From an optimization exercise on the open Yosys and OpenROAD flow, aimed at small area, a short achievable clock period and few clock cycles; shortcuts taken in it are not production practice.
Only simulation tests tie the RTL to the original design; equivalence was not proved.

Setup of delta:
## FPU
module FPU(clk, rstn, ctl, x1, x2, y, ready, en);
    input wire clk, rstn;
    input wire [4:0] ctl;
    input wire [31:0] x1, x2;
    input wire en;
    output reg ready;
    output reg [31:0] y;
    wire [31:0] res;
    fpu_comb core(.ctl(ctl), .x1(x1), .x2(x2), .y(res));
    always @(posedge clk) begin
        if (~rstn) ready <= 1'b0;
        else ready <= en;
        y <= res;
    end
endmodule
For scale: ~5,600 cells after synthesis, ~110 I/O pins, roughly 33,000 um2 of cells after synthesis.
clock: 12.0 ns
lec_check: 0
abc_area: 1
cap_margin: 20
core_margin: 2
core_utilization: 40
gpl_timing_driven: 1
place_density: 0.65
setup_slack_margin: 0.15
slew_margin: 20
run.sh (not shown) runs the stock make flow with config.mk's settings and CLKGATE_MAP_FILE= SYNTH_SCRIPT=/design/flow/synth_recipe.tcl, a recipe that flattens the netlist after the stock synthesis.
Testbench counts of delta, summed over its fixed seeds: cycles 80,000.
The inputs of raven differ from those of delta as listed below.
--- a/flow/design.v
+++ b/flow/design.v
@@ -24,20 +24,34 @@
 wire sh1 = (shift == 8'd1);
 wire x1big = ~e2gt & ~ee;
 wire [22:0] mLf = x1big ? m1 : m2;
 wire [22:0] mSf = x1big ? m2 : m1;
 wire [25:0] lf = {1'b1, mLf, 2'b00};
 wire [25:0] sf = {1'b1, mSf, 2'b00} >> shift;
 wire [24:0] U = {1'b0, lf[25:2]};
 wire [24:0] V = {1'b0, sf[25:2]};
 wire [24:0] Vp = op ? ~V : V;
-wire [25:0] S0 = {1'b0, U} + {1'b0, Vp};
-wire [25:0] S1 = {1'b0, U} + {1'b0, Vp} + 26'd1;
+wire [24:0] ap = U ^ Vp;
+wire [24:0] ag = U & Vp;
+reg [24:0] pg, pp;
+integer k, l;
+always @(*) begin
+    pg = ag;
+    pp = ap;
+    for (l = 1; l < 32; l = l * 2)
+        for (k = 0; k < 25; k = k + 1)
+            if ((k / l) % 2 == 1) begin
+                pg[k] = pg[k] | (pp[k] & pg[(k / l) * l - 1]);
+                pp[k] = pp[k] & pp[(k / l) * l - 1];
+            end
+end
+wire [25:0] S0 = {pg[24], ap ^ {pg[23:0], 1'b0}};
+wire [25:0] S1 = {pg[24] | pp[24], ap ^ {pg[23:0] | pp[23:0], 1'b1}};
 wire c0 = (sf[1:0] == 2'b00);
 wire [24:0] Qs = c0 ? S1[24:0] : S0[24:0];
 wire hi26 = ~op & S0[24];             
 wire hi25 = op ? Qs[23] : ~S0[24];    
 wire [23:0] r26 = S1[24:1];
 wire [24:0] r25 = (op ? (sf[1:0] != 2'b11) : sf[1]) ? S1[24:0] : S0[24:0];
 wire [24:0] r24 = {(sf[1] ? S0[23:0] : S1[23:0]), sf[1]};
 wire [9:0] eLm1 = {2'b0, eL} - 10'd1;
 wire [9:0] eLp1 = {2'b0, eL} + 10'd1;
@@ -984,33 +998,32 @@
     wire [4:0] amt = is_ftoi ? tsh[4:0] : lzz;
     wire [31:0] Zs = Z << amt;
     wire [22:0] nmant = Zs[30:8];
     wire [8:0] en = {1'b0, eL} - {4'b0, lzz};
     wire ye_z = en[8] | (en[7:0] == 8'h00);
     wire [30:0] near_r = ye_z ? 31'b0 : {en[7:0], nmant};
     wire [31:0] m2x = is_sqr ? x1 : x2;
     wire [25:0] mmul;
     fmul_core mult(.m1(x1[22:0]), .m2(m2x[22:0]), .mm(mmul));
+    wire [22:0] ym0 = mmul[25] ? mmul[24:2] : mmul[23:1];
     wire [7:0] e2 = m2x[30:23];
     wire [9:0] ye0 = e + e2 + 10'd129;
     wire [8:0] ye0p1 = ye0[7:0] + 9'd1;
     wire [7:0] ye_c0 = ye0[9] ? 8'hff : (ye0[8] == 1'b0) ? 8'h00 : ye0[7:0];
     wire [7:0] ye_c1 = ye0[9] ? 8'hff : (ye0[8] == 1'b0) ? 8'h00 : ye0p1[8] ? 8'hff : ye0p1[7:0];
     wire ext_c0 = (ye_c0 == 8'hff) | (ye_c0 == 8'h00);
     wire ext_c1 = (ye_c1 == 8'hff) | (ye_c1 == 8'h00);
-    wire [30:0] mn_c1 = {ye_c1, ext_c1 ? 23'b0 : mmul[24:2]};
-    wire [30:0] mn_c0 = {ye_c0, ext_c0 ? 23'b0 : mmul[23:1]};
-    wire [30:0] mul_n = mmul[25] ? mn_c1 : mn_c0;
+    wire [7:0] ye_m = mmul[25] ? ye_c1 : ye_c0;
+    wire [22:0] ym = (mmul[25] ? ext_c1 : ext_c0) ? 23'b0 : ym0;
     wire ys_m = s1 ^ m2x[31];
     wire mzero = ~(|e) | ~(|e2);
     wire minf = (&e) | (&e2);
-    wire mul_special = mzero | minf;
-    wire [31:0] mul_spec_y = {ys_m, (minf & ~mzero) ? 8'hff : 8'h00, 23'b0};
+    wire [31:0] mul_y = mzero ? {ys_m, 31'b0} : minf ? {ys_m, 8'hff, 23'b0} : {ys_m, ye_m, ym};
     reg [31:0] W;
     always @(*)
         for (i = 0; i < 32; i = i + 1) W[i] = Zs[31 - i];
     wire [31:0] ti_a = (e < 8'd126) ? 32'd0 : (e == 8'd126) ? 32'd1 : (e > 8'd157) ? 32'h80000000 : {1'b0, W[31:1]};
     wire ti_inc = (e >= 8'd127) & (e <= 8'd157) & W[0];
     wire [31:0] ftoi_a = ti_a ^ {32{s1}};
     wire ftoi_b = ti_inc ^ s1;
     wire [7:0] ie = 8'd157 - {3'b0, lzz};
     wire [31:0] itof_a = absx[31] ? {1'b1, 8'h9e, 23'b0} : zzero ? 32'd0 : {s1, ie, nmant};
@@ -1045,21 +1058,19 @@
     wire [31:0] mm_y = (le_y ^ ctl[0]) ? x1 : x2;
     wire [31:0] res = ({32{sel_inc}} & inc_y)
                     | ({32{sel_mm}} & mm_y)
                     | ({32{sel_ab}} & {ctl[2] & ~s1, a1})
                     | {31'b0, bit_y};
     wire sel_spec = is_add & add_special;
     wire sel_add = is_add & ~add_special;
     wire sel_near = sel_add & near;
     wire sel_far = sel_add & ~near;
-    wire sel_muls = is_mul & mul_special;
-    wire sel_mul = is_mul & ~mul_special;
+    wire sel_mul = is_mul;
     wire sel_res = ~is_add & ~is_mul;
     assign y = ({32{sel_spec}} & add_spec_y)
              | ({32{sel_add}} & {sL, 31'b0})
              | ({32{sel_near}} & {1'b0, near_r})
              | ({32{sel_far}} & {1'b0, far_r})
-             | ({32{sel_muls}} & mul_spec_y)
-             | ({32{sel_mul}} & {ys_m, mul_n})
+             | ({32{sel_mul}} & mul_y)
              | ({32{sel_res}} & res);
 endmodule
 `default_nettype wire
Findings:
Die boundary height, delta and raven: smaller value in raven
raven — post-synthesis adder-cell area fraction 0.47 points higher, delta as reference
Compared with delta, in raven number of antenna violations at the first check in global routing went up by 6; shortest clock period the worst path allows after layout went down by 0.043 ns; post-route standard cell area excluding fillers went up by 1100 um2; average wire per cell in the routed design went down by about 1.2%.
The higher first-iteration detailed-routing DRC count of delta and raven is in raven.
Fraction of the mapped netlist area in compound gates in raven is 0.70 points below delta.
Against delta as the reference, raven delivers a higher non-clock buffer count.
Testbench counts of raven, summed over its fixed seeds: cycles 80,000.

[what the ideal ports hide]
The flow's constraints put no driver on any port. The routed layouts listed below were extracted and timed again, unchanged, in two steps.
Step 1 assumes that a clkbuf_16 drives the clock port and a buf_2 every other input.
Step 2 adds t to the input delays and takes it off the output delays; t is the mean of the earliest and latest rising clock arrival at the registers after step 1. Input paths then give back, and output paths get back, about the clock's delay inside the block.
Slacks: no drivers / after step 1 / after step 2; pairs: no drivers / after step 1.
run	shift t [ns]	setup slack, ns	hold slack, ns	worst setup path at the end	slew at the worst register clock pin (ns)
delta	0.360	0.519 / 0.542 / 0.182	2.608 / 2.575 / 2.935	input to register	0.07 / 0.07
raven	0.354	0.563 / 0.540 / 0.186	2.610 / 2.580 / 2.935	input to register	0.07 / 0.07
After both steps setup and hold are still met in every run listed. For raven, which loses most, drivers alone change the setup slack by -0.023 ns; drivers and shift together by -0.377 ns.
